Source: an optimization exercise on an open RTL-to-GDS flow (aim: small area). Production flows keep margins and buffers that such runs may drop.
At most, simulation tests tie the RTL to the original design; equivalence was not proved.
Only the layout flow was run in run 6; the RTL was not checked for function there.
Power figures rest on the tool's default switching activity, not on a simulated workload.

### flow/design.v
module spi_slave(clk, rst_n, ss_n, mosi, miso, we, wdata, rgrp, rdata);
input clk, rst_n, ss_n, mosi;
output miso;
output [15:0] we;
output [7:0] wdata;
output [3:0] rgrp;
input [7:0] rdata;
reg [4:0] cnt;         
reg [3:0] ph;          
reg wpend;             
reg [8:0] sh;          
reg [7:0] addr;        
reg [7:0] wa, wd;      
reg [7:0] rb;          
wire frame_end = (cnt == 5'd11);      
wire [7:0] fbyte = {sh[6:0], mosi};
wire set_addr = frame_end & ~sh[7];   
wire write = frame_end & sh[7] & ~sh[8];
wire commit = wpend & (ph == wa[3:0]);
wire shift_out = (cnt >= 5'd15) & (cnt <= 5'd21);
always @(posedge clk or negedge rst_n)
  if (~rst_n) begin
    cnt <= 5'd0;
    ph <= 4'd0;
    wpend <= 1'b0;
  end else begin
    ph <= ph + 4'd1;
    if (ss_n)
      cnt <= 5'd0;
    else if (cnt != 5'd31)
      cnt <= cnt + 5'd1;
    if (write)
      wpend <= 1'b1;
    else if (commit)
      wpend <= 1'b0;
  end
always @(posedge clk) begin
  sh <= {sh[7:0], mosi};
  if (set_addr)
    addr <= fbyte;
  if (write) begin
    wd <= fbyte;
    wa <= addr;
  end
  if (shift_out)
    rb <= {rb[6:0], 1'b0};
  else if (ph == addr[3:0])
    rb <= rdata;
end
assign miso = rb[7];
assign wdata = wd;
assign rgrp = addr[7:4];
assign we = commit ? (16'd1 << wa[7:4]) : 16'd0;
endmodule
module ram(clk, we, wdata, rgrp, rdata);
input clk;
input [15:0] we;       
input [7:0] wdata;
input [3:0] rgrp;      
output [7:0] rdata;    
wire [127:0] ins;
genvar g;
generate
  for (g = 0; g < 16; g = g + 1) begin : grp
    reg [127:0] r;     
    assign ins[8*g+7:8*g] = we[g] ? wdata : r[127:120];
    always @(posedge clk)
      r <= {r[119:0], ins[8*g+7:8*g]};
  end
endgenerate
assign rdata = ins[8*rgrp +: 8];
endmodule
module spi_ram(clk,rst_n,ss_n,mosi,miso);
input clk,rst_n,ss_n,mosi;
output miso;
wire [15:0] we;
wire [7:0] wdata, rdata;
wire [3:0] rgrp;
ram r(clk,we,wdata,rgrp,rdata);
spi_slave s(clk,rst_n,ss_n,mosi,miso,we,wdata,rgrp,rdata);
endmodule
### flow/run.sh
#!/bin/bash
# synth_recipe.tcl (not shown) runs the flow's synth.tcl, then flattens the netlist and writes it again
# the make line also repeats each setting of config.mk as NAME=value (left out here)
make -C /OpenROAD-flow-scripts/flow DESIGN_CONFIG=/design/flow/config.mk WORK_HOME=/design/flow/orfs CLKGATE_MAP_FILE= SYNTH_SCRIPT=/design/flow/synth_recipe.tcl finish
### flow/config.mk
export PLATFORM = sky130hd
export DESIGN_NAME = spi_ram
export DESIGN_NICKNAME = spi_ram
export VERILOG_FILES = /design/flow/design.v
export SDC_FILE = /design/flow/constraint.sdc
export NUM_CORES = 4
export LEC_CHECK = 0
export CAP_MARGIN = 40
export CORE_MARGIN = 2
export CORE_UTILIZATION = 40
export SLEW_MARGIN = 40
### flow/constraint.sdc
create_clock -name core_clock -period 10.0 [get_ports {clk}]
set_input_delay 2.0000 -clock core_clock [delete_from_list [all_inputs] [get_ports {clk}]]
set_output_delay 2.0000 -clock core_clock [all_outputs]
set_load 0.01 [all_outputs]
==> results of run 1 <==
registers in the layout (all words and copies together), names as in the netlist:
| register | flops |
|---|---|
| r.grp.r | 2048 |
| s.sh | 9 |
| s.addr | 8 |
| s.rb | 8 |
| s.wa | 8 |
| s.wd | 8 |
| s.cnt | 5 |
| s.ph | 4 |
| s.wpend | 1 |
worst max-delay path by stage:
stage | start | to | slack, ns | depth (start not counted)
2_1_floorplan | s.cnt[0] | s.wa[0] | 7.21 | 3
3_3_place_gp | s.wa[6] | s.rb[7] | 6.43 | 6
3_5_place_dp | s.ph[0] | s.rb[0] | 6.47 | 7
4_1_cts | s.rb[7] | miso | 6.15 | 1
5_1_grt | s.rb[7] | miso | 6.13 | 1
6_report | s.rb[7] | miso | 6.25 | 1
logic make-up after synthesis:
logic type | Yosys count | synth area share (%)
mux | 84 | 2.10
buf+inv | 90 | 0.807
xor+xnor | 17 | 0.319
fa+ha+maj | 5 | 0.134
compound gates | 200 | 2.94
flops | 2099 | 90.9
simple gates | 264 | 2.82
routing by layer:
layer | up-vias | wire, um
met5 | - | 0
li1 | 9308 | -
met1 | 8949 | 38000
met4 | 0 | 2510
met2 | 419 | 32300
met3 | 167 | 3760
cell type report:
type | instances | area, um2 | share of cell area (%)
Clock buffer | 268 | 5320 | 9.73
Multi-Input combinational cell | 570 | 3890 | 7.13
Clock inverter | 64 | 857 | 1.57
Antenna cell | 2 | 5.00 | 0.00916
Inverter | 23 | 86.3 | 0.158
Timing Repair Buffer | 23 | 194 | 0.355
Sequential cell | 2099 | 42400 | 77.6
Tap cell | 1524 | 1910 | 3.49
placed cells by master (no fill, tap or decap), types with 13 or more instances in the layout:
master,instances
a21oi_1,17
a31oi_1,13
buf_4,17
clkbuf_1,43
clkbuf_16,183
clkbuf_8,42
clkinv_2,24
dfxtp_1,2058
edfxtp_1,31
inv_1,22
mux2_2,74
nand2_1,96
nand3_1,25
nand4_1,13
nor2_1,44
nor3_1,26
o211ai_1,13
o21ai_0,67
per-stage QoR:
step / worst slack (ns) / cells
finish: 6.25 / 4573
global route: 6.13 / 4571
CTS: 6.15 / 4571
detailed placement: 6.47 / 4239
global placement: 6.43 / 4237
floorplan: 7.21 / 2759
where the power goes:
group          switching (W)  internal (W)
Sequential        0.00000367       0.00838
Clock                0.00291       0.00401
Combinational     0.00000363    0.00000301
Total                0.00292        0.0124
==> summary.txt, run 1 <==
Outcome
  • Status: timing/DRC/antenna clean

Finish
  • Final net count: between 2,000 and 3,000
  • Fill cell total of the finished layout: 9,739
  • Area delta synth->final: 17.2%
  • Layout cells sized above 1: 13.4%
  • Final Util: 47.1%
  • Final instance area: 54,600 um2

Logic synthesis
  • Synth top cells by count: dfxtp_1 (2,058), nand2_1 (96), mux2_2 (74)
  • Post-synth top area share: about nine tenths
  • Main synth FF type: dfxtp_1
  • Synth cell types: 72
  • Synth Instances: 2,759
  • Post-Syn Area: 46,600 um2
  • EDFF count, synth: 31
  • Area leader, netlist: dfxtp_1
  • Ys async rst share: 0.476%
  • FF+latch count, synth: approximately 2,100
  • Sequential share of the synthesized area: 90.9%
  • Yosys Warn Count: 2
  • Avg Cell Area, Syn: 16.9 um2
  • Top-count cell post-synth: dfxtp_1
  • Ranking of synthesized cells by area: dfxtp_1 (88%), edfxtp_1 (2.0%), mux2_2 (1.8%)
  • Synthesized Nets: around 2,800

Job
  • Max_cap viols: 0

Critical path
  • Reg-to-reg startpoint: s.ph[0]
  • Worst reg2reg path endpoint: s.rb[0]
  • Startpoint Class: flop
  • Worst EP arrival: 1.75 ns
  • Crit path max-delay family: buffers and inverters
  • Worst path required time: 8.00 ns
  • CP max stage cell: clkdlybuf4s50_1
  • Worst path cell trace: clkdlybuf4s50_1
  • R2R setup slack: 6.48 ns
  • Max Fanout on Critical Path: 1
  • Crit path buffers/inverters: 1
  • Crit Path Category: reg -> out
  • CP peak stage delay: around 0.60 ns
  • Critical Path Sink Type: output port
  • R2R depth: 7

Min path
  • Hold EP: r.grp[1].r[16]
  • HP Start: r.grp[1].r[8]
  • Min-Delay Path Class: reg -> reg
  • Hold depth: 0

CTS
  • Post-cts sizing count: 0
  • Clock root buffer: clkbuf_16
  • Post-CTS Repair Setup Buffers: 0
  • TritonCTS Sinks: 2,099
  • TritonCTS buffer count: ~180
  • Worst skew pair latency: 0.77 ns
  • Clock Tree Buf Depth: 3
  • TritonCTS clock tree: done
  • Hold_buf cts: 0
  • Reg clk slew, reported paths: 0.06 ns
  • Htree depth: 4

Timing
  • Final hold vios: 0
  • RSZ-0062 raised after global routing: no
  • Final setup fails: 0
  • Max-slew violations: 0
  • Clock skew: 0.0524 ns
  • Hold Slack: approximately 0.28 ns
  • Worst Tran Pin Value: just over 0.8 ns
  • Fin crit share: between 30 and 40%
  • Slew margin rel.: 44.5%
  • Sum Neg Setup Slack: 0 ns
  • Fmax: 0.267 GHz
  • Tmin final: around 3.8 ns

Power
  • Total power: around 0.015 W
  • Cell leakage power: 21.6 nW
  • VDD IR-drop max: 0.168 mV
  • Power density cells: 280 nW/um2

Routing
  • Post-route DRC: 0
  • Post-route ant nets: 0
  • Drt total wl: 76,600 um
  • Number of vias per cell: 4.12
  • Drt first pass iters: 5
  • Routed len/inst: 16.8 um
  • Routed via count: 18,800
  • DRT iter0 DRCs: 1,115

Global routing
  • Largest net degree at the start of global routing: 49
  • GR Util met1: 18.1%
  • Grt met3 use: 3.06%
  • Tot GR Track Use: about 13%
  • Vias in the first global route: 18,200
  • Remaining Overflow, GRT: 0
  • First-pass GRT wire length: 113,000 um
  • Initial antenna violation count: 12
  • Grt met2 use: 19.0%
  • Busiest layer in global routing: met2

Floorplan
  • Die Wd: 345 um
  • Initial Util: between 40% and 50%
  • Boundary Pins: 5
  • Die area: 119,000 um2
  • Core Footprint: 116,000 um2
  • Cell row count: 125
  • Die height: 345 um

Place
  • Placer Congestion: ~0.90
  • Dpl cell area: 48,500 um2
  • DP HPWL: 48,500 um
  • PortBufs: 4
==> run 2: changes to the inputs <==
--- a/flow/config.mk
+++ b/flow/config.mk
@@ -8,4 +8,4 @@
 export CAP_MARGIN = 40
 export CORE_MARGIN = 2
-export CORE_UTILIZATION = 40
+export CORE_UTILIZATION = 70
 export SLEW_MARGIN = 40
==> run 2 against run 1 <==
Against the previous run: synthesized area unchanged; sequential cell count stayed put; register-to-register slack worse by 0.25 ns; clock-buffer cell count is 11 lower; synthesized cell count unchanged; utilization up 34 points; clock power increased by 2%; final cell count decreased by 15%; final area decreased by 2.0%; maximum frequency is 0.55% lower; non-clock buffer count decreased by 1; total power rose by 0.72%; critical endpoint is now s.rb[5]; largest power group unchanged.
==> summary.txt, run 2 <==
Floorplan
  • Boundary Pins: 5 (unchanged)
  • Die area: 68,700 um2 (-42%)
  • Cell row count: 94 (-25%)
  • Initial Util: 70.8% (+31 points)
  • Die height: 262 um (-24%)
  • Die Wd: 262 um (-24%)
  • Core Footprint: 65,900 um2 (-43%)

Critical path
  • Crit Path Category: reg -> reg
  • Worst EP arrival: 4.25 ns (+2.50 ns)
  • Critical Path Sink Type: flop
  • Max Fanout on Critical Path: 48 (+47)
  • Startpoint Class: flop
  • Worst path required time: 10.47 ns (+2.47 ns)

CTS
  • Worst skew pair latency: 0.78 ns (about the same)
  • Hold_buf cts: 0 (unchanged)
  • Post-cts sizing count: 0 (unchanged)
  • TritonCTS Sinks: 2,099 (unchanged)
  • Post-CTS Repair Setup Buffers: 0 (unchanged)
  • Htree depth: 4 (unchanged)
  • Clock root buffer: clkbuf_16
  • TritonCTS buffer count: 172 (-5.0%)
  • TritonCTS clock tree: done
  • Clock Tree Buf Depth: 3 (unchanged)
  • Reg clk slew, reported paths: 0.07 ns (about the same)

Finish
  • Commonest non-fill, non-tap cell in the layout: dfxtp_1
  • Largest regs: r.grp.r (2048), s.sh (9)
  • Largest register FFs: 2,048 (unchanged)
  • Most flops, register: r.grp.r
  • Final net count: 2,897 (-0.34%)
  • Area delta synth->final: 14.9%
  • Final std cells w/o fill: 3,897 (-15%)
  • Most frequent cells in the layout: dfxtp_1 (2,058), clkbuf_16 (175), nand2_1 (96)
  • Final instance area: 53,600 um2 (-2.0%)
  • Layout cells sized above 1: 13.0% (-0.42 points)

Timing
  • Sum Neg Setup Slack: 0 ns (unchanged)
  • Final worst-path setup slack: 6.23 ns (-0.0209 ns)
  • Slew margin rel.: 38.2% (-6.3 points)
  • Fin crit share: 37.7% (+0.21 points)
  • Fmax: 0.265 GHz (-0.55%)
  • Worst Tran Pin Value: 0.925 ns (+0.0980 ns)
  • Clock skew: 0.0470 ns (-0.00549 ns)
  • Tmin final: 3.77 ns (+0.0209 ns)
  • RSZ-0062 raised after global routing: no
  • Max-slew violations: 0 (unchanged)
  • Final setup fails: 0 (unchanged)
  • Final hold vios: 0 (unchanged)

Place
  • PortBufs: 4 (unchanged)
  • Post-Place Setup Slack: 6.41 ns (-0.0631 ns)
  • Placer Congestion: 0.847 (-5.8%)
  • DP HPWL: 51,800 um (+6.8%)
  • Inst Count DP: 3,578 (-16%)
  • Dpl cell area: 47,600 um2 (-1.7%)

Logic synthesis
  • Area leader, netlist: dfxtp_1
  • Main synth FF type: dfxtp_1
  • Ranking of synthesized cells by area: dfxtp_1 (88%), edfxtp_1 (2.0%), mux2_2 (1.8%)
  • Post-synth top area share: 88.3% (unchanged)
  • Synth Instances: 2,759 (unchanged)
  • Yosys Warn Count: 2 (unchanged)
  • Top-count cell post-synth: dfxtp_1
  • Sequential share of the synthesized area: 90.9% (unchanged)
  • FF+latch count, synth: 2,099 (unchanged)
  • EDFF count, synth: 31 (unchanged)
  • Synth top cells by count: dfxtp_1 (2,058), nand2_1 (96), mux2_2 (74)
  • Ys async rst share: 0.476% (unchanged)
  • Synthesized Nets: 2,768 (unchanged)
  • Post-Syn Area: 46,600 um2 (unchanged)
  • Synth cell types: 72 (unchanged)
  • Avg Cell Area, Syn: 16.9 um2 (unchanged)

Min path
  • Min-Delay Path Class: reg -> reg

Routing
  • DRT iter0 DRCs: 2,211 (+98%)
  • Drt first pass iters: 7 (+2)
  • Drt total wl: 102,000 um (+33%)
  • Routed via count: 20,800 (+11%)
  • Post-route DRC: 0 (unchanged)
  • Routed len/inst: 26.1 um (+56%)
  • Number of vias per cell: 5.35 (+30%)
  • Post-route ant nets: 0 (unchanged)

Power
  • VDD IR-drop max: 0.215 mV (+28%)
  • Power density cells: 288 nW/um2 (+2.7%)
  • Cell leakage power: 21.5 nW (-0.38%)

Global routing
  • Remaining Overflow, GRT: 0 (unchanged)
  • First-pass GRT wire length: 149,000 um (+32%)
  • Vias in the first global route: 22,400 (+23%)
  • Largest net degree at the start of global routing: 49 (unchanged)
  • Tot GR Track Use: 30.1% (+17 points)
  • Initial antenna violation count: 13 (+1)

Outcome
  • Status: timing/DRC/antenna clean

Job
  • Max_cap viols: 0 (unchanged)
[run 2: layout make-up]
type                    count  area [um2]
flip-flops and latches   2099       42400
multi-input cells         570        3900
fillers                  2737       12300
clock inverters            59         832
inverters                  23        86.3
clock buffers             257        5110
repair buffers             22         179
well taps                 864        1080
diodes                      3        7.51
[run 2: metal layers]
layer | vias to the layer above | global-route usage [%] | share of wire, %
li1 | 9303 | - | -
met1 | 10200 | 40.6 | 43
met2 | 998 | 47.7 | 47
met3 | 283 | 6.84 | 6.7
met4 | 4 | 12.3 | 3.9
met5 | - | 0 | 0.019
[run 2: power breakdown]
part           switching [W]  internal, W    total, W
combinational     0.00000538   0.00000325  0.00000863
clock                0.00311      0.00392     0.00703
sequential        0.00000515      0.00838     0.00838
total                0.00312       0.0123      0.0154
[run 2: path summary, 6_finish.rpt]
kind	cells past startpoint	slack, ns	endpoint	start
hold / removal	0	0.30	r.grp[0].r[21]	r.grp[0].r[13]
setup / recovery	7	6.23	s.rb[5]	s.ph[0]
min in group asynchronous	1	1.63	s.cnt[0]	rst_n
max in group asynchronous	1	7.97	s.ph[3]	rst_n
hold reg to reg	0	0.30	r.grp[0].r[21]	r.grp[0].r[13]
setup reg to reg	7	6.23	s.rb[5]	s.ph[0]
[run 2: cell families after synthesis]
family / synth area share [%]
AOI/OAI and AO/OA: 2.94
DFF: 90.9
xor gates and xnor gates: 0.319
adders and majority gates: 0.134
and+or+nand+nor: 2.82
buffers and inverters: 0.807
muxes: 2.10
[run 2: worst max-delay path, stage by stage, from the launching register on]
cell and delay, ns:
dfrtp_1 0.46, xnor2_1 0.29, and4_4 0.66, nand3_1 0.74
nand3_1 0.33, o21ai_0 0.14, a2111oi_0 0.67, o41ai_1 0.18
[run 2: metrics by stage]
step,util (%),hold WS (ns),power (W)
6_report,81.3,0.304,0.0154
4_1_cts,81.3,0.293,0.0155
5_1_grt,81.3,0.300,0.0158
3_5_place_dp,72.3,0.312,0.00858
2_1_floorplan,-,0.310,0.00857
3_3_place_gp,72.3,0.309,0.00858
==> run 3: changes to the inputs <==
--- a/flow/config.mk
+++ b/flow/config.mk
@@ -8,4 +8,7 @@
 export CAP_MARGIN = 40
 export CORE_MARGIN = 2
-export CORE_UTILIZATION = 70
+export CORE_UTILIZATION = 60
+export CTS_BUF_LIST = sky130_fd_sc_hd__clkbuf_4 sky130_fd_sc_hd__clkbuf_8
+export CTS_CLUSTER_DIAMETER = 60
+export CTS_CLUSTER_SIZE = 20
 export SLEW_MARGIN = 40
==> run 3 against run 2 <==
Against the previous run: final area is 7.0% lower; synthesized cell count stayed put; clock power is 51% lower; clock skew is 0.0033 ns lower; hold slack better by 0.0030 ns; worst setup slack worse by 0.021 ns; clock-buffer cell count is 126 lower; sequential share of layout area is 6.0 points higher; sequential power hardly changed; routed wire length is 27% lower; critical endpoint is now miso.
==> summary.txt, run 3 <==
Outcome
  • Status: timing/DRC/antenna clean

Routing
  • Drt total wl: 74,300 um (-27%)
  • Drt first pass iters: 6 (-1)
  • Routed len/inst: 19.0 um (-27%)
  • Post-route ant nets: 0 (unchanged)
  • Routed via count: 18,300 (-12%)
  • Post-route DRC: 0 (unchanged)
  • DRT iter0 DRCs: 1,200 (-46%)
  • Number of vias per cell: 4.68 (-13%)

Job
  • Max_cap viols: 0 (unchanged)

Power
  • Sw Ratio: 19.2% (-1.0 points)
  • Total net switching power: 0.00228 W (-27%)
  • Power density cells: 238 nW/um2 (-17%)
  • Cell leakage power: 19.6 nW (-8.9%)
  • Combinational Power Share: 0.1% (about the same)
  • Clock share of power: 29.2% (-16 points)
  • VDD IR-drop max: 0.200 mV (-7.3%)
  • Register share of total power: 70.8% (+17 points)
  • Cell internal pwr: 0.00956 W (-22%)

Place
  • Post-Place Setup Slack: 6.41 ns (+0.00498 ns)
  • Inst Count DP: 3,754 (+4.9%)
  • Dpl cell area: 47,800 um2 (+0.47%)
  • Placer Congestion: 0.836 (-1.4%)
  • DP HPWL: 48,500 um (-6.4%)
  • PortBufs: 4 (unchanged)

Min path
  • HP Start: r.grp[13].r[95]
  • Hold depth: 0 (unchanged)
  • Hold EP: r.grp[13].r[103]
  • Min-Delay Path Class: reg -> reg

CTS
  • Worst skew pair latency: 0.78 ns (about the same)
  • Hold_buf cts: 0 (unchanged)
  • Reg clk slew, reported paths: 0.12 ns (+0.05 ns)
  • TritonCTS buffer count: 120 (-30%)
  • Htree depth: 3 (-1)
  • Clock root buffer: clkbuf_8
  • Post-cts sizing count: 0 (unchanged)
  • Post-CTS Repair Setup Buffers: 0 (unchanged)
  • TritonCTS clock tree: done
  • Clock Tree Buf Depth: 3 (unchanged)
  • TritonCTS Sinks: 2,099 (unchanged)

Finish
  • Largest regs: r.grp.r (2048), s.sh (9)
  • Fill cell total of the finished layout: 5,350 (+95%)
  • Final net count: 2,845 (-1.8%)
  • Most flops, register: r.grp.r
  • Largest register FFs: 2,048 (unchanged)
  • Commonest non-fill, non-tap cell in the layout: dfxtp_1
  • Final instance area: 49,800 um2 (-7.0%)
  • Area delta synth->final: 6.82%
  • Final Util: 64.5% (-17 points)
  • Final std cells w/o fill: 3,903 (+0.15%)
  • Layout cells sized above 1: 9.23% (-3.7 points)
  • Most frequent cells in the layout: dfxtp_1 (2,058), clkbuf_8 (124), nand2_1 (96)

Timing
  • Slew margin rel.: 48.2% (+10 points)
  • Fin crit share: 37.9% (+0.21 points)
  • Sum Neg Setup Slack: 0 ns (unchanged)
  • Final hold vios: 0 (unchanged)
  • Clock skew: 0.0437 ns (-0.00325 ns)
  • RSZ-0062 raised after global routing: no
  • Fmax: 0.264 GHz (-0.56%)
  • Tmin final: 3.79 ns (+0.0213 ns)
  • Worst Tran Pin Value: 0.775 ns (-0.151 ns)
  • Max-slew violations: 0 (unchanged)
  • Final setup fails: 0 (unchanged)
  • Final worst-path setup slack: 6.21 ns (-0.0213 ns)

Logic synthesis
  • Ys async rst share: 0.476% (unchanged)
  • Top-count cell post-synth: dfxtp_1
  • Synth cell types: 72 (unchanged)
  • Avg Cell Area, Syn: 16.9 um2 (unchanged)
  • Synth top cells by count: dfxtp_1 (2,058), nand2_1 (96), mux2_2 (74)
  • Sequential share of the synthesized area: 90.9% (unchanged)
  • Post-Syn Area: 46,600 um2 (unchanged)
  • EDFF count, synth: 31 (unchanged)
  • Yosys Warn Count: 2 (unchanged)
  • Synthesized Nets: 2,768 (unchanged)
  • Ranking of synthesized cells by area: dfxtp_1 (88%), edfxtp_1 (2.0%), mux2_2 (1.8%)
  • Synth Instances: 2,759 (unchanged)
  • Main synth FF type: dfxtp_1
  • Area leader, netlist: dfxtp_1
  • FF+latch count, synth: 2,099 (unchanged)
  • Post-synth top area share: 88.3% (unchanged)

Floorplan
  • Die area: 80,000 um2 (+16%)
  • Core Footprint: 77,200 um2 (+17%)
  • Boundary Pins: 5 (unchanged)
  • Initial Util: 60.4% (-10 points)
  • Die Wd: 283 um (+7.9%)
  • Die height: 283 um (+7.9%)
  • Cell row count: 102 (+8.5%)

Global routing
  • Remaining Overflow, GRT: 0 (unchanged)
  • Initial antenna violation count: 6 (-7)
  • Tot GR Track Use: 18.7% (-11 points)
  • First-pass GRT wire length: 109,000 um (-27%)
  • Vias in the first global route: 17,700 (-21%)
  • Largest net degree at the start of global routing: 58 (+18%)

Critical path
  • Worst EP arrival: 1.79 ns (-2.46 ns)
  • Worst path required time: 8.00 ns (-2.47 ns)
  • R2R depth: 7 (unchanged)
  • Reg-to-reg startpoint: s.ph[1]
  • Crit path max-delay family: buffers and inverters
  • CP max stage cell: clkdlybuf4s50_1
  • Crit path buffers/inverters: 1 (+1)
  • Crit Path Category: reg -> out
  • R2R setup slack: 6.41 ns (+0.18 ns)
  • Max Fanout on Critical Path: 1 (-98%)
  • Critical Path Sink Type: output port
  • Worst path cell trace: clkdlybuf4s50_1
  • CP peak stage delay: 0.57 ns (-0.17 ns)
  • Startpoint Class: flop
  • Worst reg2reg path endpoint: s.rb[0]
run 3: cell types whose count changed in the layout (fill, tap and decap cells not counted), moves of 2 or more:
| cell | before | now |
|---|---|---|
| clkbuf_16 | 175 | 0 |
| clkbuf_8 | 42 | 124 |
| clkbuf_1 | 40 | 0 |
| clkinv_2 | 26 | 1 |
| bufinv_16 | 13 | 0 |
| clkbuf_4 | 0 | 7 |
| inv_12 | 0 | 6 |
| inv_6 | 8 | 2 |
| clkinv_16 | 5 | 0 |
| clkinv_8 | 1 | 4 |
| inv_16 | 2 | 0 |
run 3: routing by layer:
| metal | part of all wire, % | GRT usage (%) |
|---|---|---|
| met1 | 50 | 27.6 |
| met2 | 41 | 26.7 |
| met3 | 5.0 | 4.15 |
| met4 | 4.0 | 7.80 |
| met5 | 0 | 0 |
run 3: how the worst max path moves through the flow:
stage / slack [ns] / end / depth (start not counted) / from
6_report: 6.21 / miso / 1 / s.rb[7]
5_1_grt: 6.12 / miso / 1 / s.rb[7]
4_1_cts: 6.14 / miso / 1 / s.rb[7]
3_5_place_dp: 6.41 / s.rb[0] / 7 / s.ph[0]
3_3_place_gp: 6.47 / s.rb[0] / 7 / s.ph[0]
2_1_floorplan: 7.21 / s.wa[0] / 3 / s.cnt[0]
run 3: through the flow:
stage                     power, W  hold slack, ns
after floorplan            0.00857           0.310
after global placement     0.00858           0.310
after detailed placement   0.00858           0.312
after CTS                   0.0120           0.300
after global routing        0.0123           0.305
final                       0.0118           0.307
run 3: power by group through the flow:
stage          combinational [W]  sequential [W]  clock, W
2_1_floorplan         0.00000338         0.00857         0
3_3_place_gp          0.00000643         0.00857         0
3_5_place_dp          0.00000708         0.00857         0
4_1_cts               0.00000715         0.00838   0.00359
5_1_grt               0.00000773         0.00839   0.00390
6_report              0.00000696         0.00838   0.00346
run 3: cell type report:
| type | count | area (um2) | area share (%) |
|---|---|---|---|
| diodes | 3 | 7.51 | 0.0151 |
| clock buffers | 131 | 1760 | 3.53 |
| clock inverters | 15 | 201 | 0.404 |
| inverters | 23 | 86.3 | 0.173 |
| multi-input cells | 570 | 3900 | 7.83 |
| flip-flops and latches | 2099 | 42400 | 85.1 |
| well taps | 1040 | 1300 | 2.61 |
| repair buffers | 22 | 183 | 0.367 |
run 3: logic make-up (layout without fill, tap and decap cells):
kind of cell | count (synthesis) | in the layout | share of synthesized area [%]
other | 0 | 3 | 0
multiplexers | 84 | 84 | 2.10
buffers and inverters | 90 | 191 | 0.807
flip-flops | 2099 | 2099 | 90.9
AND/OR/NAND/NOR | 264 | 264 | 2.82
XOR/XNOR | 17 | 17 | 0.319
adder cells (fa/ha/maj) | 5 | 5 | 0.134
AO/OA/AOI/OAI | 200 | 200 | 2.94
==> run 4: changes to the inputs <==
--- a/flow/config.mk
+++ b/flow/config.mk
@@ -9,6 +9,6 @@
 export CORE_MARGIN = 2
 export CORE_UTILIZATION = 60
-export CTS_BUF_LIST = sky130_fd_sc_hd__clkbuf_4 sky130_fd_sc_hd__clkbuf_8
-export CTS_CLUSTER_DIAMETER = 60
+export CTS_BUF_LIST = sky130_fd_sc_hd__clkbuf_8
+export CTS_CLUSTER_DIAMETER = 50
 export CTS_CLUSTER_SIZE = 20
 export SLEW_MARGIN = 40
==> run 4 against run 3 <==
Against the previous run: via count rose by 0.54%; sequential share of layout area shrank 0.99 points; synthesized cell count is the same; synthesized area unchanged.
==> summary.txt, run 4 <==
Outcome
  • Status: timing/DRC/antenna clean

Power
  • VDD IR-drop max: 0.171 mV (-14%)
  • Total power: 0.0124 W (+4.3%)
  • Power density cells: 245 nW/um2 (+3.1%)
  • Cell leakage power: 19.9 nW (+1.6%)

Timing
  • Sum Neg Setup Slack: 0 ns (unchanged)
  • Slew margin rel.: 46.5% (-1.8 points)
  • Worst Tran Pin Value: 0.802 ns (+0.0273 ns)
  • Hold Slack: 0.300 ns (-0.00629 ns)
  • Fmax: 0.262 GHz (-0.52%)
  • Final setup fails: 0 (unchanged)
  • Max-slew violations: 0 (unchanged)
  • Clock skew: 0.0341 ns (-0.00961 ns)
  • Tmin final: 3.81 ns (+0.0199 ns)
  • Final hold vios: 0 (unchanged)
  • Fin crit share: 38.1% (+0.20 points)
  • RSZ-0062 raised after global routing: no

Logic synthesis
  • Synth cell types: 72 (unchanged)
  • Ys async rst share: 0.476% (unchanged)
  • Avg Cell Area, Syn: 16.9 um2 (unchanged)
  • FF+latch count, synth: 2,099 (unchanged)
  • Synth Instances: 2,759 (unchanged)
  • Synthesized Nets: 2,768 (unchanged)
  • Area leader, netlist: dfxtp_1
  • Main synth FF type: dfxtp_1
  • Top-count cell post-synth: dfxtp_1
  • EDFF count, synth: 31 (unchanged)
  • Post-Syn Area: 46,600 um2 (unchanged)
  • Yosys Warn Count: 2 (unchanged)
  • Sequential share of the synthesized area: 90.9% (unchanged)
  • Ranking of synthesized cells by area: dfxtp_1 (88%), edfxtp_1 (2.0%), mux2_2 (1.8%)
  • Synth top cells by count: dfxtp_1 (2,058), nand2_1 (96), mux2_2 (74)
  • Post-synth top area share: 88.3% (unchanged)

Floorplan
  • Die Wd: 283 um (unchanged)
  • Core Footprint: 77,200 um2 (unchanged)
  • Die area: 80,000 um2 (unchanged)
  • Die height: 283 um (unchanged)
  • Initial Util: 60.4% (unchanged)
  • Cell row count: 102 (unchanged)
  • Boundary Pins: 5 (unchanged)

Finish
  • Largest register FFs: 2,048 (unchanged)
  • Largest regs: r.grp.r (2048), s.sh (9)
  • Most flops, register: r.grp.r
  • Layout cells sized above 1: 10.2% (+1.0 points)
  • Final net count: 2,859 (+0.49%)
  • Area delta synth->final: 8.09%
  • Commonest non-fill, non-tap cell in the layout: dfxtp_1
  • Final Util: 65.3% (+0.76 points)
  • Most frequent cells in the layout: dfxtp_1 (2,058), clkbuf_8 (140), nand2_1 (96)

CTS
  • Clock root buffer: clkbuf_8
  • Hold_buf cts: 0 (unchanged)
  • Post-CTS Repair Setup Buffers: 0 (unchanged)
  • Post-cts sizing count: 0 (unchanged)
  • Worst skew pair latency: 0.81 ns (+0.03 ns)
  • Clock Tree Buf Depth: 3 (unchanged)
  • TritonCTS clock tree: done
  • Reg clk slew, reported paths: 0.11 ns (about the same)
  • Htree depth: 4 (+1)
  • TritonCTS buffer count: 134 (+12%)
  • TritonCTS Sinks: 2,099 (unchanged)

Critical path
  • Max Fanout on Critical Path: 1 (unchanged)
  • Startpoint Class: flop
  • R2R setup slack: 6.41 ns (about the same)
  • Crit path buffers/inverters: 1 (unchanged)
  • Crit Path Category: reg -> out
  • Critical Path Sink Type: output port
  • CP peak stage delay: 0.57 ns (about the same)
  • Worst path cell trace: clkdlybuf4s50_1
  • Worst EP arrival: 1.81 ns (+0.02 ns)
  • Worst path required time: 8.00 ns (about the same)
  • CP max stage cell: clkdlybuf4s50_1
  • Crit path max-delay family: buffers and inverters

Routing
  • Drt total wl: 74,900 um (+0.80%)
  • Routed len/inst: 19.0 um (-0.22%)
  • Post-route ant nets: 0 (unchanged)
  • Routed via count: 18,400 (+0.54%)
  • Number of vias per cell: 4.65 (-0.48%)
  • DRT iter0 DRCs: 1,104 (-8.0%)
  • Drt first pass iters: 5 (-1)
  • Post-route DRC: 0 (unchanged)

Global routing
  • Largest net degree at the start of global routing: 58 (unchanged)
  • Initial antenna violation count: 3 (-3)
  • First-pass GRT wire length: 110,000 um (+1.3%)
  • Tot GR Track Use: 19.0% (+0.32 points)
  • Remaining Overflow, GRT: 0 (unchanged)
  • Vias in the first global route: 17,900 (+1.1%)

Place
  • Placer Congestion: 0.836 (unchanged)
  • DP HPWL: 48,500 um (unchanged)
  • PortBufs: 4 (unchanged)

Job
  • Max_cap viols: 0 (unchanged)

Min path
  • Min-Delay Path Class: reg -> reg
## run 4: layout make-up
type                    count  area, um2
diodes                      2       5.00
clock buffers             140       1930
fillers                  5295      26800
inverters                  23       86.3
repair buffers             22        183
clock inverters            47        626
multi-input cells         570       3900
flip-flops and latches   2099      42400
well taps                1040       1300
## run 4: report_power, final
group / total [W] / internal [W] / switching (W)
combinational: 0.00000705 / 0.00000300 / 0.00000405
sequential: 0.00838 / 0.00838 / 0.00000366
clock: 0.00397 / 0.00153 / 0.00244
## run 4: final timing paths
path,to,depth (start not counted),from
max in group asynchronous,s.ph[3],1,rst_n
worst min-delay path,r.grp[9].r[59],0,r.grp[9].r[51]
worst min register to register,r.grp[9].r[59],0,r.grp[9].r[51]
worst max-delay path,miso,1,s.rb[7]
min in group asynchronous,s.cnt[1],1,rst_n
worst max register to register,s.rb[0],7,s.ph[0]
## run 4: routing by layer
layer  GRT usage [%]  vias to the layer above  part of all wire, %
met2            27.4                      391                   42
met4            8.06                        0                  3.4
met3            4.11                      134                  4.5
met1            28.0                     8720                   51
li1                -                     9108                    -
met5               0                        -                    0
## run 4: kinds of logic after synthesis
kind of cell	after synthesis	share of synthesized area, %
AND/OR/NAND/NOR	264	2.82
adder cells (fa/ha/maj)	5	0.134
XOR/XNOR	17	0.319
flip-flops	2099	90.9
multiplexers	84	2.10
AO/OA/AOI/OAI	200	2.94
buffers and inverters	90	0.807
## run 4: per-stage QoR
stage,area (um2),setup slack [ns],std cells
2_1_floorplan,46600,7.21,2759
3_3_place_gp,47800,6.47,3753
3_5_place_dp,47800,6.41,3754
4_1_cts,50400,6.10,3941
5_1_grt,50400,6.11,3942
6_report,50400,6.19,3943
==> run 5: changes to the inputs <==
--- a/flow/config.mk
+++ b/flow/config.mk
@@ -9,6 +9,6 @@
 export CORE_MARGIN = 2
 export CORE_UTILIZATION = 60
-export CTS_BUF_LIST = sky130_fd_sc_hd__clkbuf_8
-export CTS_CLUSTER_DIAMETER = 50
-export CTS_CLUSTER_SIZE = 20
+export CTS_BUF_LIST = sky130_fd_sc_hd__clkbuf_16
+export CTS_CLUSTER_DIAMETER = 60
+export CTS_CLUSTER_SIZE = 30
 export SLEW_MARGIN = 40
==> run 5 against run 4 <==
Against the previous run: final area grew 1.2%; total power is 4.2% higher; hold slack better by 0.011 ns.
==> summary.txt, run 5 <==
Outcome
  • Status: timing/DRC/antenna clean

Power
  • Cell internal pwr: 0.0103 W (+4.1%)
  • Cell leakage power: 20.1 nW (+1.0%)
  • Total net switching power: 0.00257 W (+4.7%)
  • Sw Ratio: 19.9% (+0.086 points)
  • Combinational Power Share: 0.1% (about the same)
  • VDD IR-drop max: 0.207 mV (+21%)
  • Register share of total power: 65.1% (-2.7 points)
  • Total power: 0.0129 W (+4.2%)
  • Clock share of power: 34.9% (+2.8 points)
  • Power density cells: 253 nW/um2 (+3.0%)

Global routing
  • Initial antenna violation count: 1 (-2)
  • Remaining Overflow, GRT: 0 (unchanged)
  • Tot GR Track Use: 19.1% (+0.052 points)
  • Vias in the first global route: 17,600 (-1.5%)
  • First-pass GRT wire length: 110,000 um (+0.37%)
  • Largest net degree at the start of global routing: 58 (unchanged)

Logic synthesis
  • Synthesized Nets: 2,768 (unchanged)
  • Sequential share of the synthesized area: 90.9% (unchanged)
  • Post-synth top area share: 88.3% (unchanged)
  • Yosys Warn Count: 2 (unchanged)
  • Ys async rst share: 0.476% (unchanged)
  • Synth Instances: 2,759 (unchanged)
  • Top-count cell post-synth: dfxtp_1
  • Synth top cells by count: dfxtp_1 (2,058), nand2_1 (96), mux2_2 (74)
  • EDFF count, synth: 31 (unchanged)
  • Post-Syn Area: 46,600 um2 (unchanged)
  • Ranking of synthesized cells by area: dfxtp_1 (88%), edfxtp_1 (2.0%), mux2_2 (1.8%)
  • FF+latch count, synth: 2,099 (unchanged)
  • Synth cell types: 72 (unchanged)
  • Main synth FF type: dfxtp_1
  • Area leader, netlist: dfxtp_1
  • Avg Cell Area, Syn: 16.9 um2 (unchanged)

Routing
  • DRT iter0 DRCs: 1,157 (+4.8%)
  • Number of vias per cell: 4.67 (+0.38%)
  • Post-route ant nets: 0 (unchanged)
  • Drt first pass iters: 7 (+2)
  • Post-route DRC: 0 (unchanged)
  • Routed via count: 18,300 (-0.53%)
  • Drt total wl: 75,600 um (+0.97%)
  • Routed len/inst: 19.4 um (+1.9%)

Timing
  • Sum Neg Setup Slack: 0 ns (unchanged)
  • Final worst-path setup slack: 6.28 ns (+0.0934 ns)
  • Max-slew violations: 0 (unchanged)
  • Fmax: 0.269 GHz (+2.5%)
  • Hold Slack: 0.311 ns (+0.0106 ns)
  • Final hold vios: 0 (unchanged)
  • Worst Tran Pin Value: 0.876 ns (+0.0739 ns)
  • Fin crit share: 37.2% (-0.93 points)
  • RSZ-0062 raised after global routing: no
  • Slew margin rel.: 40.7% (-5.8 points)
  • Clock skew: 0.0364 ns (+0.00236 ns)
  • Final setup fails: 0 (unchanged)
  • Tmin final: 3.72 ns (-0.0934 ns)

Finish
  • Fill cell total of the finished layout: 5,184 (-2.1%)
  • Most frequent cells in the layout: dfxtp_1 (2,058), clkbuf_16 (97), nand2_1 (96)
  • Largest register FFs: 2,048 (unchanged)
  • Area of the multi-input gates: 3900 um2 (unchanged)
  • Area delta synth->final: 9.34%
  • Final Util: 66.0% (+0.76 points)
  • Layout cells sized above 1: 9.18% (-1.1 points)
  • Commonest non-fill, non-tap cell in the layout: dfxtp_1
  • Final net count: 2,819 (-1.4%)
  • Most flops, register: r.grp.r
  • Largest regs: r.grp.r (2048), s.sh (9)
  • Register area: 42,400 um2 (unchanged)

Critical path
  • Crit path max-delay family: buffers and inverters
  • R2R depth: 7 (unchanged)
  • Max Fanout on Critical Path: 1 (unchanged)
  • CP max stage cell: clkdlybuf4s50_1
  • Worst path required time: 8.00 ns (about the same)
  • R2R setup slack: 6.42 ns (about the same)
  • Worst EP arrival: 1.72 ns (-0.09 ns)
  • Crit path depth: 1 (unchanged)
  • Worst reg2reg path endpoint: s.rb[0]
  • Worst path cell trace: clkdlybuf4s50_1
  • CP peak stage delay: 0.58 ns (about the same)
  • Reg-to-reg startpoint: s.ph[0]
  • Startpoint Class: flop
  • Crit Path Category: reg -> out
  • Crit path launch: s.rb[7]
  • Worst Setup EP: miso
  • Crit path buffers/inverters: 1 (unchanged)
  • Critical Path Sink Type: output port

CTS
  • Reg clk slew, reported paths: 0.10 ns (about the same)
  • TritonCTS buffer count: 94 (-30%)
  • Clock root buffer: clkbuf_16
  • TritonCTS Sinks: 2,099 (unchanged)
  • Clock Tree Buf Depth: 3 (unchanged)
  • Post-cts sizing count: 0 (unchanged)
  • Htree depth: 3 (-1)
  • Worst skew pair latency: 0.68 ns (-0.13 ns)
  • TritonCTS clock tree: done
  • Hold_buf cts: 0 (unchanged)
  • Post-CTS Repair Setup Buffers: 0 (unchanged)

Place
  • Post-Place Setup Slack: 6.41 ns (unchanged)
  • Placer Congestion: 0.836 (unchanged)
  • DP HPWL: 48,500 um (unchanged)
  • PortBufs: 4 (unchanged)

Min path
  • Min-Delay Path Class: reg -> reg

Floorplan
  • Die height: 283 um (unchanged)
  • Cell row count: 102 (unchanged)
  • Die Wd: 283 um (unchanged)
  • Initial Util: 60.4% (unchanged)
  • Boundary Pins: 5 (unchanged)
  • Die area: 80,000 um2 (unchanged)
  • Core Footprint: 77,200 um2 (unchanged)

Job
  • Max_cap viols: 0 (unchanged)
run 5: cell type report:
cell class                 count  share of cell area [%]
sequential                  2099                    83.1
multi-input combinational    570                    7.65
clock buffer                  97                    4.76
tap                         1040                    2.55
clock inverter                54                    1.39
timing repair buffer          22                   0.358
inverter                      23                   0.169
antenna                        2                 0.00981
run 5: power groups by stage:
stage / registers [W] / logic, W / clock network [W]
after floorplan: 0.00857 / 0.00000338 / 0
after global placement: 0.00857 / 0.00000643 / 0
after detailed placement: 0.00857 / 0.00000708 / 0
after CTS: 0.00838 / 0.00000715 / 0.00461
after global routing: 0.00838 / 0.00000776 / 0.00492
final: 0.00838 / 0.00000699 / 0.00449
run 5: worst min-delay path by stage:
stage,from,end,slack (ns),cells past startpoint
after global routing,r.grp[9].r[51],r.grp[9].r[59],0.31,0
after global placement,r.grp[12].r[64],r.grp[12].r[72],0.31,0
final,r.grp[9].r[51],r.grp[9].r[59],0.31,0
after detailed placement,r.grp[0].r[113],r.grp[0].r[121],0.31,0
after floorplan,r.grp[0].r[92],r.grp[0].r[100],0.31,0
after CTS,r.grp[9].r[51],r.grp[9].r[59],0.31,0
run 5: cells by family after synthesis:
group                      count (synthesis)  synth area share (%)
buffers and inverters                     90                 0.807
and+or+nand+nor                          264                  2.82
adders and majority gates                  5                 0.134
xor gates and xnor gates                  17                 0.319
muxes                                     84                  2.10
DFF                                     2099                  90.9
AOI/OAI and AO/OA                        200                  2.94
run 5: through the flow:
stage               std cells  instance area [um2]
floorplan                2759                46600
CTS                      3905                51000
global route             3905                51000
finish                   3907                51000
global placement         3753                47800
detailed placement       3754                47800
run 5: per-layer routing:
layer	GRT usage, %	vias up	share of wire [%]
met5	0	-	0
li1	-	9050	-
met4	8.06	0	4.0
met2	27.8	363	42
met3	3.53	141	4.3
met1	28.2	8701	50
==> run 6: changes to the inputs <==
--- a/flow/design.v
+++ b/flow/design.v
@@ -4,5 +4,5 @@
 output [15:0] we;
 output [7:0] wdata;
-output [3:0] rgrp;
+output [15:0] rgrp;
 input [7:0] rdata;
 reg [4:0] cnt;         
@@ -19,4 +19,5 @@
 wire commit = wpend & (ph == wa[3:0]);
 wire shift_out = (cnt >= 5'd15) & (cnt <= 5'd21);
+wire bypass = commit & (wa[7:4] == addr[7:4]);
 always @(posedge clk or negedge rst_n)
   if (~rst_n) begin
@@ -46,9 +47,9 @@
     rb <= {rb[6:0], 1'b0};
   else if (ph == addr[3:0])
-    rb <= rdata;
+    rb <= bypass ? wd : rdata;
 end
 assign miso = rb[7];
 assign wdata = wd;
-assign rgrp = addr[7:4];
+assign rgrp = 16'd1 << addr[7:4];
 assign we = commit ? (16'd1 << wa[7:4]) : 16'd0;
 endmodule
@@ -57,17 +58,20 @@
 input [15:0] we;       
 input [7:0] wdata;
-input [3:0] rgrp;      
+input [15:0] rgrp;     
 output [7:0] rdata;    
-wire [127:0] ins;
+wire [127:0] sel;
 genvar g;
 generate
   for (g = 0; g < 16; g = g + 1) begin : grp
     reg [127:0] r;     
-    assign ins[8*g+7:8*g] = we[g] ? wdata : r[127:120];
     always @(posedge clk)
-      r <= {r[119:0], ins[8*g+7:8*g]};
+      r <= {r[119:0], we[g] ? wdata : r[127:120]};
+    assign sel[8*g+7:8*g] = rgrp[g] ? r[127:120] : 8'd0;
   end
 endgenerate
-assign rdata = ins[8*rgrp +: 8];
+assign rdata = sel[7:0] | sel[15:8] | sel[23:16] | sel[31:24]
+             | sel[39:32] | sel[47:40] | sel[55:48] | sel[63:56]
+             | sel[71:64] | sel[79:72] | sel[87:80] | sel[95:88]
+             | sel[103:96] | sel[111:104] | sel[119:112] | sel[127:120];
 endmodule
 module spi_ram(clk,rst_n,ss_n,mosi,miso);
@@ -76,5 +80,5 @@
 wire [15:0] we;
 wire [7:0] wdata, rdata;
-wire [3:0] rgrp;
+wire [15:0] rgrp;
 ram r(clk,we,wdata,rgrp,rdata);
 spi_slave s(clk,rst_n,ss_n,mosi,miso,we,wdata,rgrp,rdata);
--- a/flow/config.mk
+++ b/flow/config.mk
@@ -9,6 +9,6 @@
 export CORE_MARGIN = 2
 export CORE_UTILIZATION = 60
-export CTS_BUF_LIST = sky130_fd_sc_hd__clkbuf_16
+export CTS_BUF_LIST = sky130_fd_sc_hd__clkbuf_4 sky130_fd_sc_hd__clkbuf_8
 export CTS_CLUSTER_DIAMETER = 60
-export CTS_CLUSTER_SIZE = 30
+export CTS_CLUSTER_SIZE = 20
 export SLEW_MARGIN = 40
==> run 6 against run 5 <==
Against the previous run: routed wire length shrank 16%; clock skew shrank 0.0095 ns; clock-buffer cell count grew 30.
==> summary.txt, run 6 <==
Critical path
  • Critical Path Sink Type: output port
  • Worst EP arrival: 1.78 ns (+0.06 ns)
  • CP peak stage delay: 0.57 ns (about the same)
  • Worst path required time: 8.00 ns (about the same)
  • Max Fanout on Critical Path: 1 (unchanged)
  • Crit path buffers/inverters: 1 (unchanged)
  • CP max stage cell: clkdlybuf4s50_1
  • Worst path cell trace: clkdlybuf4s50_1
  • Startpoint Class: flop
  • Crit path max-delay family: buffers and inverters
  • Crit Path Category: reg -> out

Floorplan
  • Core Footprint: 75,800 um2 (-1.8%)
  • Die area: 78,700 um2 (-1.6%)
  • Die height: 281 um (-0.78%)
  • Die Wd: 281 um (-0.78%)
  • Boundary Pins: 5 (unchanged)
  • Cell row count: 101 (-0.98%)
  • Initial Util: 60.5% (+0.14 points)

Global routing
  • Remaining Overflow, GRT: 0 (unchanged)
  • Largest net degree at the start of global routing: 56 (-3.4%)
  • Initial antenna violation count: 4 (+3)
  • Tot GR Track Use: 16.4% (-2.6 points)
  • First-pass GRT wire length: 95,600 um (-13%)
  • Vias in the first global route: 16,400 (-6.8%)

CTS
  • TritonCTS buffer count: 117 (+24%)
  • TritonCTS Sinks: 2,099 (unchanged)
  • TritonCTS clock tree: done
  • Hold_buf cts: 0 (unchanged)
  • Post-cts sizing count: 0 (unchanged)
  • Clock root buffer: clkbuf_8
  • Clock Tree Buf Depth: 3 (unchanged)
  • Post-CTS Repair Setup Buffers: 0 (unchanged)
  • Worst skew pair latency: 0.76 ns (+0.08 ns)
  • Reg clk slew, reported paths: 0.12 ns (+0.02 ns)
  • Htree depth: 3 (unchanged)

Logic synthesis
  • Yosys Warn Count: 2 (unchanged)
  • Top-count cell post-synth: dfxtp_1
  • Compound-cell area share of the yosys netlist: 1.15% (-1.8 points)
  • EDFF count, synth: 31 (unchanged)
  • Synth Area in XOR/XNOR: 0.305% (-0.014 points)
  • Post-synthesis mux area share: 4.01% (+1.9 points)
  • Ranking of synthesized cells by area: dfxtp_1 (90%), mux2_2 (3.3%), edfxtp_1 (2.0%)
  • Combinational family with the most area after synthesis: multiplexers
  • Synth cell types: 56 (-22%)
  • Sequential share of the synthesized area: 92.3% (+1.5 points)
  • Synth top cells by count: dfxtp_1 (2,058), mux2_2 (136), edfxtp_1 (31)
  • FF+latch count, synth: 2,099 (unchanged)
  • Adder-Cell Fraction of Synth Area: 0.136% (+0.0021 points)
  • Avg Cell Area, Syn: 18.1 um2 (+7.2%)
  • Post-synth top area share: 89.7% (+1.4 points)
  • Main synth FF type: dfxtp_1
  • Synth Instances: 2,532 (-8.2%)
  • Post-synthesis simple-gate area fraction: 1.72% (-1.1 points)
  • Area leader, netlist: dfxtp_1
  • Synthesized Nets: 2,541 (-8.2%)
  • Post-Syn Area: 45,900 um2 (-1.6%)
  • Ys async rst share: 0.476% (unchanged)

Finish
  • Most frequent cells in the layout: dfxtp_1 (2,058), mux2_2 (136), clkbuf_8 (121)
  • Fill cell total of the finished layout: 5,315 (+2.5%)
  • Layout cells sized above 1: 11.9% (+2.7 points)
  • Area of the multi-input gates: 3370 um2 (-14%)
  • Register area: 42,400 um2 (unchanged)
  • Largest register FFs: 2,048 (unchanged)
  • Commonest non-fill, non-tap cell in the layout: dfxtp_1
  • Final net count: 2,649 (-6.0%)
  • Area delta synth->final: 6.97%
  • Most flops, register: r.grp.r
  • Largest regs: r.grp.r (2048), s.sh (9)

Timing
  • Fin crit share: 37.8% (+0.64 points)
  • Hold Slack: 0.315 ns (+0.00397 ns)
  • Max-slew violations: 0 (unchanged)
  • Fmax: 0.264 GHz (-1.7%)
  • Tmin final: 3.78 ns (+0.0637 ns)
  • Final hold vios: 0 (unchanged)
  • Slew margin rel.: 50.0% (+9.3 points)
  • Final setup fails: 0 (unchanged)
  • RSZ-0062 raised after global routing: no
  • Sum Neg Setup Slack: 0 ns (unchanged)
  • Clock skew: 0.0270 ns (-0.00947 ns)
  • Worst Tran Pin Value: 0.750 ns (-0.126 ns)

Routing
  • Routed via count: 16,600 (-8.8%)
  • DRT iter0 DRCs: 1,043 (-9.9%)
  • Drt first pass iters: 5 (-2)
  • Routed len/inst: 17.4 um (-10%)
  • Post-route ant nets: 0 (unchanged)
  • Number of vias per cell: 4.57 (-2.2%)
  • Drt total wl: 63,300 um (-16%)
  • Post-route DRC: 0 (unchanged)

Job
  • Max_cap viols: 0 (unchanged)

Min path
  • Min-Delay Path Class: reg -> reg

Power
  • Total power: 0.0119 W (-7.9%)
  • VDD IR-drop max: 0.138 mV (-34%)
  • Power density cells: 241 nW/um2 (-4.4%)
  • Cell leakage power: 19.5 nW (-3.2%)

Place
  • PortBufs: 4 (unchanged)
  • Placer Congestion: 0.870 (+4.1%)
  • DP HPWL: 39,500 um (-19%)

Outcome
  • Status: timing/DRC/antenna clean
[run 6: changes by cell type in the layout (fill, tap and decap cells not counted), moves of 12 or more]
cell | before | now
clkbuf_8 | 0 | 121
clkbuf_16 | 97 | 0
nand2_1 | 96 | 28
mux2_2 | 74 | 136
o21ai_0 | 67 | 28
nor3_1 | 26 | 2
nor2_1 | 43 | 21
inv_1 | 27 | 8
mux2i_1 | 5 | 22
nand3_1 | 25 | 11
a21oi_1 | 17 | 5
o211ai_1 | 13 | 1
[run 6: area by class of cell]
| type | count | area share, % |
|---|---|---|
| Inverter | 8 | 0.0612 |
| Antenna cell | 3 | 0.0153 |
| Sequential cell | 2099 | 86.3 |
| Clock buffer | 127 | 3.48 |
| Clock inverter | 13 | 0.408 |
| Timing Repair Buffer | 21 | 0.372 |
| Tap cell | 978 | 2.49 |
| Multi-Input combinational cell | 393 | 6.86 |
[run 6: per-layer routing]
metal	vias up	share of wire [%]	GRT usage, %
met5	-	0	0
met2	269	42	24.1
li1	8252	-	-
met3	121	3.9	2.97
met1	7998	51	24.3
met4	0	3.2	6.57
[run 6: path summary, 6_finish.rpt]
check	start	end	slack [ns]	depth (start not counted)
worst min register to register	r.grp[10].r[113]	r.grp[10].r[121]	0.31	0
max in group asynchronous	rst_n	s.cnt[3]	8.11	1
worst max register to register	s.addr[6]	s.rb[4]	6.90	7
min in group asynchronous	rst_n	s.cnt[0]	1.56	1
worst min-delay path	r.grp[10].r[113]	r.grp[10].r[121]	0.31	0
worst max-delay path	s.rb[7]	miso	6.22	1
[run 6: cells by family (layout without fill, tap and decap cells)]
logic type,after synthesis,in the layout
flip-flops,2099,2099
multiplexers,163,163
AND/OR/NAND/NOR,131,131
other,0,3
AO/OA/AOI/OAI,78,78
adder cells (fa/ha/maj),5,5
buffers and inverters,40,169
XOR/XNOR,16,16
[run 6: stage by stage]
| stage | area (um2) | setup WS [ns] | util (%) | std cells |
|---|---|---|---|---|
| global route | 49100 | 6.13 | 64.8 | 3641 |
| finish | 49100 | 6.22 | 64.8 | 3642 |
| detailed placement | 47200 | 6.97 | 62.2 | 3499 |
| floorplan | 45900 | 7.23 | - | 2532 |
| CTS | 49100 | 6.16 | 64.8 | 3639 |
| global placement | 47100 | 7.00 | 62.2 | 3495 |
[run 6: worst register-to-register path, cell delays in order (launching register included)]
cell	delay (ns)
edfxtp_1	0.74
buf_4	0.45
mux4_2	0.58
and2_1	0.17
a211oi_1	0.30
a31oi_1	0.09
mux2_2	0.29
a22o_1	0.20
[run 6: power by group]
part	leakage [nW]	switching [W]	total, W	internal, W
Combinational	1.50	0.00000321	0.00000614	0.00000293
Clock	0.994	0.00224	0.00347	0.00123
Sequential	17.0	0.00000362	0.00838	0.00838
Total	19.5	0.00224	0.0119	0.00961
==> run 7: changes to the inputs <==
--- a/flow/design.v
+++ b/flow/design.v
@@ -9,12 +9,12 @@
 reg [3:0] ph;          
 reg wpend;             
-reg [8:0] sh;          
+reg m1;                
+reg ta, tw;            
 reg [7:0] addr;        
 reg [7:0] wa, wd;      
 reg [7:0] rb;          
-wire frame_end = (cnt == 5'd11);      
-wire [7:0] fbyte = {sh[6:0], mosi};
-wire set_addr = frame_end & ~sh[7];   
-wire write = frame_end & sh[7] & ~sh[8];
+wire typ = (cnt == 5'd3);                      
+wire body = (cnt >= 5'd4) & (cnt <= 5'd11);    
+wire write = (cnt == 5'd11) & tw;
 wire commit = wpend & (ph == wa[3:0]);
 wire shift_out = (cnt >= 5'd15) & (cnt <= 5'd21);
@@ -37,11 +37,15 @@
   end
 always @(posedge clk) begin
-  sh <= {sh[7:0], mosi};
-  if (set_addr)
-    addr <= fbyte;
-  if (write) begin
-    wd <= fbyte;
+  m1 <= mosi;
+  if (typ) begin
+    ta <= ~mosi;
+    tw <= mosi & ~m1;
+  end
+  if (body & ta)
+    addr <= {addr[6:0], mosi};
+  if (body & tw)
+    wd <= {wd[6:0], mosi};
+  if (write)
     wa <= addr;
-  end
   if (shift_out)
     rb <= {rb[6:0], 1'b0};
==> run 7 against run 6 <==
Against the previous run: routed wire length up 1.1%; hold slack better by 0.0070 ns; clock-buffer cell count up 2; sequential share of layout area up 0.063 points; critical path depth unchanged; final area down 0.31%; total power down 0.72%; critical path type unchanged; critical endpoint unchanged; largest power group unchanged.
==> summary.txt, run 7 <==
Outcome
  • Status: timing/DRC/antenna clean

Finish
  • Area of the multi-input gates: 3410 um2 (+1.1%)
  • Most flops, register: r.grp.r
  • Commonest non-fill, non-tap cell in the layout: dfxtp_1
  • Register area: 42,300 um2 (-0.24%)
  • Most frequent cells in the layout: dfxtp_1 (2,050), mux2_2 (137), clkbuf_8 (120)
  • Final std cells w/o fill: 3,625 (-0.47%)
  • Final net count: 2,631 (-0.68%)
  • Layout cells sized above 1: 11.8% (-0.11 points)
  • Largest register FFs: 2,048 (unchanged)
  • Fill cell total of the finished layout: 5,345 (+0.56%)
  • Area delta synth->final: 6.81%

Logic synthesis
  • Synth Area in XOR/XNOR: 0.325% (+0.020 points)
  • EDFF count, synth: 33 (+6.5%)
  • Area leader, netlist: dfxtp_1
  • Top-count cell post-synth: dfxtp_1
  • Yosys Warn Count: 2 (unchanged)
  • Post-synthesis simple-gate area fraction: 1.44% (-0.28 points)
  • Main synth FF type: dfxtp_1
  • Post-synthesis mux area share: 3.91% (-0.10 points)
  • FF+latch count, synth: 2,093 (-0.29%)
  • Post-Syn Area: 45,800 um2 (-0.16%)
  • Ranking of synthesized cells by area: dfxtp_1 (90%), mux2_2 (3.4%), edfxtp_1 (2.2%)
  • Synthesized Nets: 2,528 (-0.51%)
  • Adder-Cell Fraction of Synth Area: 0.164% (+0.028 points)
  • Synth Instances: 2,518 (-0.55%)
  • Compound-cell area share of the yosys netlist: 1.52% (+0.38 points)
  • Ys async rst share: 0.478% (+0.0014 points)
  • Synth top cells by count: dfxtp_1 (2,050), mux2_2 (137), edfxtp_1 (33)
  • Synth cell types: 65 (+16%)
  • Avg Cell Area, Syn: 18.2 um2 (+0.40%)
  • Post-synth top area share: 89.5% (-0.21 points)
  • Sequential share of the synthesized area: 92.2% (about the same)
  • Combinational family with the most area after synthesis: multiplexers

Place
  • Placer Congestion: 0.883 (+1.5%)
  • PortBufs: 4 (unchanged)
  • DP HPWL: 40,500 um (+2.6%)
  • Inst Count DP: 3,481 (-0.51%)

Power
  • VDD IR-drop max: 0.178 mV (+30%)
  • Cell leakage power: 19.4 nW (-0.65%)
  • Power density cells: 240 nW/um2 (-0.41%)

Floorplan
  • Boundary Pins: 5 (unchanged)
  • Core Footprint: 75,800 um2 (unchanged)
  • Die Wd: 280 um (about the same)
  • Cell row count: 101 (unchanged)
  • Initial Util: 60.4% (-0.096 points)
  • Die height: 280 um (about the same)
  • Die area: 78,600 um2 (-0.15%)

Routing
  • Drt first pass iters: 5 (unchanged)
  • Post-route ant nets: 0 (unchanged)
  • Routed via count: 16,700 (+0.25%)
  • Post-route DRC: 0 (unchanged)
  • Number of vias per cell: 4.60 (+0.72%)
  • Routed len/inst: 17.6 um (+1.5%)
  • Drt total wl: 64,000 um (+1.1%)
  • DRT iter0 DRCs: 998 (-4.3%)

CTS
  • Htree depth: 3 (unchanged)
  • Worst skew pair latency: 0.76 ns (about the same)
  • TritonCTS Sinks: 2,093 (-0.29%)
  • Reg clk slew, reported paths: 0.11 ns (about the same)
  • TritonCTS clock tree: done
  • Hold_buf cts: 0 (unchanged)
  • Clock root buffer: clkbuf_8
  • Post-cts sizing count: 0 (unchanged)
  • Clock Tree Buf Depth: 3 (unchanged)
  • Post-CTS Repair Setup Buffers: 0 (unchanged)
  • TritonCTS buffer count: 116 (-0.85%)

Global routing
  • Vias in the first global route: 16,200 (-1.4%)
  • Initial antenna violation count: 2 (-2)
  • Tot GR Track Use: 16.6% (+0.14 points)
  • Largest net degree at the start of global routing: 49 (-13%)
  • First-pass GRT wire length: 96,100 um (+0.50%)
  • Remaining Overflow, GRT: 0 (unchanged)

Timing
  • Max-slew violations: 0 (unchanged)
  • Tmin final: 3.63 ns (-0.150 ns)
  • Hold Slack: 0.322 ns (+0.00696 ns)
  • Worst Tran Pin Value: 0.811 ns (+0.0606 ns)
  • Fin crit share: 36.3% (-1.5 points)
  • Sum Neg Setup Slack: 0 ns (unchanged)
  • RSZ-0062 raised after global routing: no
  • Final setup fails: 0 (unchanged)
  • Final hold vios: 0 (unchanged)
  • Slew margin rel.: 45.8% (-4.2 points)
  • Clock skew: 0.0221 ns (-0.00492 ns)
  • Fmax: 0.275 GHz (+4.1%)

Critical path
  • Crit path max-delay family: buffers and inverters
  • Crit path buffers/inverters: 1 (unchanged)
  • CP max stage cell: clkdlybuf4s50_1
  • Worst path required time: 8.00 ns (about the same)
  • Crit Path Category: reg -> out
  • Critical Path Sink Type: output port
  • CP peak stage delay: 0.54 ns (-0.03 ns)
  • Worst EP arrival: 1.63 ns (-0.15 ns)
  • Worst path cell trace: clkdlybuf4s50_1
  • Startpoint Class: flop
  • Max Fanout on Critical Path: 1 (unchanged)

Min path
  • Min-Delay Path Class: reg -> reg

Job
  • Max_cap viols: 0 (unchanged)
run 7: changes by cell type after synthesis, sizes merged, moves of 4 or more:
| cell | before | now |
|---|---|---|
| inv | 8 | 13 |
| nand3 | 12 | 8 |
| buf | 16 | 10 |
| nand2 | 29 | 16 |
| dfxtp | 2058 | 2050 |
| nand3b | 10 | 4 |
| mux2i | 22 | 16 |
| o21ai | 28 | 14 |
| clkbuf | 16 | 22 |
run 7: kinds of logic (layout without fill, tap and decap cells):
family                   after synthesis  in the layout
AO/OA/AOI/OAI                         91             91
XOR/XNOR                              17             17
adder cells (fa/ha/maj)                6              6
buffers and inverters                 45            170
flip-flops                          2093           2093
multiplexers                         157            157
other                                  0              4
AND/OR/NAND/NOR                      109            109
run 7: through the flow:
stage	setup slack [ns]	utilization, %	total power (W)	cell area (um2)
2_1_floorplan	7.61	-	0.00857	45800
3_3_place_gp	6.84	62.0	0.00858	47000
3_5_place_dp	7.12	62.1	0.00858	47100
4_1_cts	6.26	64.5	0.0119	48900
5_1_grt	6.23	64.6	0.0122	48900
6_report	6.37	64.6	0.0118	49000
run 7: routing by layer:
| layer | vias up | wire length, um | GRT usage, % | part of all wire, % |
|---|---|---|---|---|
| met2 | 291 | 27300 | 24.7 | 43 |
| met4 | 0 | 1990 | 5.75 | 3.1 |
| li1 | 8237 | - | - | - |
| met3 | 136 | 2440 | 3.17 | 3.8 |
| met1 | 8018 | 32300 | 24.5 | 50 |
| met5 | - | 0 | 0 | 0 |
run 7: path summary, 6_finish.rpt:
check / start / cells after the start / slack (ns) / end
setup / recovery: s.rb[7] / 1 / 6.37 / miso
hold / removal: r.grp[12].r[4] / 0 / 0.32 / r.grp[12].r[12]
setup reg to reg: s.cnt[0] / 8 / 7.01 / s.rb[7]
hold reg to reg: r.grp[12].r[4] / 0 / 0.32 / r.grp[12].r[12]
max in group asynchronous: rst_n / 1 / 8.09 / s.ph[2]
min in group asynchronous: rst_n / 1 / 1.56 / s.cnt[4]
run 7: cell type report:
type / instances / share of cell area (%)
sequential: 2093 / 86.4
antenna: 4 / 0.0204
tap: 978 / 2.50
timing repair buffer: 17 / 0.312
multi-input combinational: 380 / 6.96
clock buffer: 129 / 3.51
inverter: 13 / 0.0997
clock inverter: 11 / 0.227
run 7: report_power, final:
part | total [W] | switching (W) | internal [W]
sequential | 0.00836 | 0.00000605 | 0.00835
clock | 0.00338 | 0.00223 | 0.00116
combinational | 0.0000262 | 0.0000172 | 0.00000902
==> run 8: changes to the inputs <==
--- a/flow/config.mk
+++ b/flow/config.mk
@@ -13,2 +13,3 @@
 export CTS_CLUSTER_SIZE = 20
 export SLEW_MARGIN = 40
+export SYNTH_HIERARCHICAL = 1
==> run 8 against run 7 <==
Against the previous run: register-to-register slack worse by 0.03 ns; clock-buffer cell count up 5; first-iteration DRC count down 2.0%; clock power up 3%.
==> summary.txt, run 8 <==
Logic synthesis
  • Yosys Warn Count: 8 (+6)
  • Avg Cell Area, Syn: 18.3 um2 (+0.60%)
  • Synth Instances: 2,489 (-1.2%)
  • Sequential share of the synthesized area: 92.8% (+0.52 points)
  • Main synth FF type: dfxtp_1
  • Post-Syn Area: 45,600 um2 (-0.56%)

Floorplan
  • Boundary Pins: 5 (unchanged)
  • Die area: 78,200 um2 (-0.55%)
  • Core Footprint: 75,600 um2 (-0.33%)

Finish
  • Final Util: 64.7% (+0.10 points)
  • Commonest non-fill, non-tap cell in the layout: dfxtp_1
  • Fill cell total of the finished layout: 5,303 (-0.79%)
  • Most flops, register: r.grp.r
  • Largest register FFs: 2,048 (unchanged)
  • Register area: 42,300 um2 (unchanged)
  • Most frequent cells in the layout: dfxtp_1 (2,050), mux2_2 (128), clkbuf_8 (122)

Critical path
  • Crit path buffers/inverters: 1 (unchanged)
  • Worst path cell trace: clkdlybuf4s50_1
  • Reg-to-reg startpoint: s.ph[2]
  • Max Fanout on Critical Path: 1 (unchanged)
  • Worst EP arrival: 1.75 ns (+0.12 ns)
  • Crit Path Category: reg -> out
  • Worst path required time: 8.00 ns (about the same)

Global routing
  • Largest net degree at the start of global routing: 22 (-55%)
  • Tot GR Track Use: 16.0% (-0.60 points)
  • Remaining Overflow, GRT: 0 (unchanged)
  • Vias in the first global route: 16,000 (-1.1%)

Timing
  • Worst Tran Pin Value: 0.849 ns (+0.0378 ns)
  • Fin crit share: 37.5% (+1.2 points)
  • Max-slew violations: 0 (unchanged)
  • Slew margin rel.: 43.3% (-2.5 points)
  • RSZ-0062 raised after global routing: no
  • Final hold vios: 0 (unchanged)

Routing
  • Routed via count: 16,500 (-1.1%)
  • Post-route ant nets: 0 (unchanged)
  • Number of vias per cell: 4.58 (-0.42%)
  • DRT iter0 DRCs: 978 (-2.0%)

CTS
  • Clock Tree Buf Depth: 3 (unchanged)
  • Reg clk slew, reported paths: 0.10 ns (about the same)
  • Htree depth: 3 (unchanged)
  • TritonCTS clock tree: done
  • Hold_buf cts: 0 (unchanged)
  • Post-cts sizing count: 0 (unchanged)

Power
  • Cell leakage power: 19.3 nW (-0.34%)
  • Power density cells: 243 nW/um2 (+1.0%)

Outcome
  • Status: timing/DRC/antenna clean

Min path
  • Min-Delay Path Class: reg -> reg
  • HP Start: r.grp[15].r[75]

Place
  • PortBufs: 4 (unchanged)
run 8: worst max-delay path by stage:
stage / startpoint / end / slack (ns) / cells past startpoint
6_report: s.rb[7] / miso / 6.25 / 1
2_1_floorplan: s.rb[7] / miso / 7.61 / 0
5_1_grt: s.rb[7] / miso / 6.15 / 1
3_3_place_gp: s.rb[7] / miso / 6.97 / 1
4_1_cts: s.rb[7] / miso / 6.13 / 1
3_5_place_dp: s.ph[2] / r.grp[0].r[2] / 6.88 / 5
run 8: area by class of cell:
| type | count | share of cell area, % |
|---|---|---|
| antenna | 3 | 0.0154 |
| clock buffer | 134 | 3.62 |
| clock inverter | 21 | 0.433 |
| inverter | 9 | 0.0691 |
| multi-input combinational | 336 | 6.37 |
| sequential | 2093 | 86.5 |
| tap | 978 | 2.50 |
| timing repair buffer | 25 | 0.461 |
run 8: cells by family after synthesis:
logic type	share of synthesized area, %
DFF	92.8
and+or+nand+nor	1.13
buffers and inverters	0.673
AOI/OAI and AO/OA	1.76
xor gates and xnor gates	0.327
adders and majority gates	0.165
muxes	3.18
run 8: per-stage QoR:
| stage | instance area [um2] | power, W | instances |
|---|---|---|---|
| after global placement | 46700 | 0.00857 | 3434 |
| after global routing | 48900 | 0.0123 | 3597 |
| final | 48900 | 0.0119 | 3599 |
| after CTS | 48800 | 0.0120 | 3595 |
| after detailed placement | 46800 | 0.00857 | 3440 |
| after floorplan | 45600 | 0.00856 | 2489 |
run 8: per-layer routing:
layer	routed length, um	global-route usage (%)
met5	0	0
met4	2090	6.32
met3	2660	3.40
met2	26100	23.6
met1	30700	23.2
run 8: report_power, final:
part | total (W) | internal (W) | switching, W
clock | 0.00349 | 0.00121 | 0.00228
combinational | 0.0000207 | 0.00000631 | 0.0000143
sequential | 0.00836 | 0.00835 | 0.00000613
total | 0.0119 | 0.00957 | 0.00230
run 8: modules after synthesis, one instance, submodules excluded, excerpt:
| module | cells inside | area [um2] | flops+latches | copies in the design |
|---|---|---|---|---|
| ram | 2288 | 43300 | 2048 | 1 |
| spi_slave | 201 | 2310 | 45 | 1 |

Check on run 8: ideal ports give 6.249 ns setup slack; a clkbuf_16 on the clock port and buf_2 on the inputs give 6.192 ns; moving port delays by the midpoint clock arrival (0.797 ns) as well gives 6.982 ns.
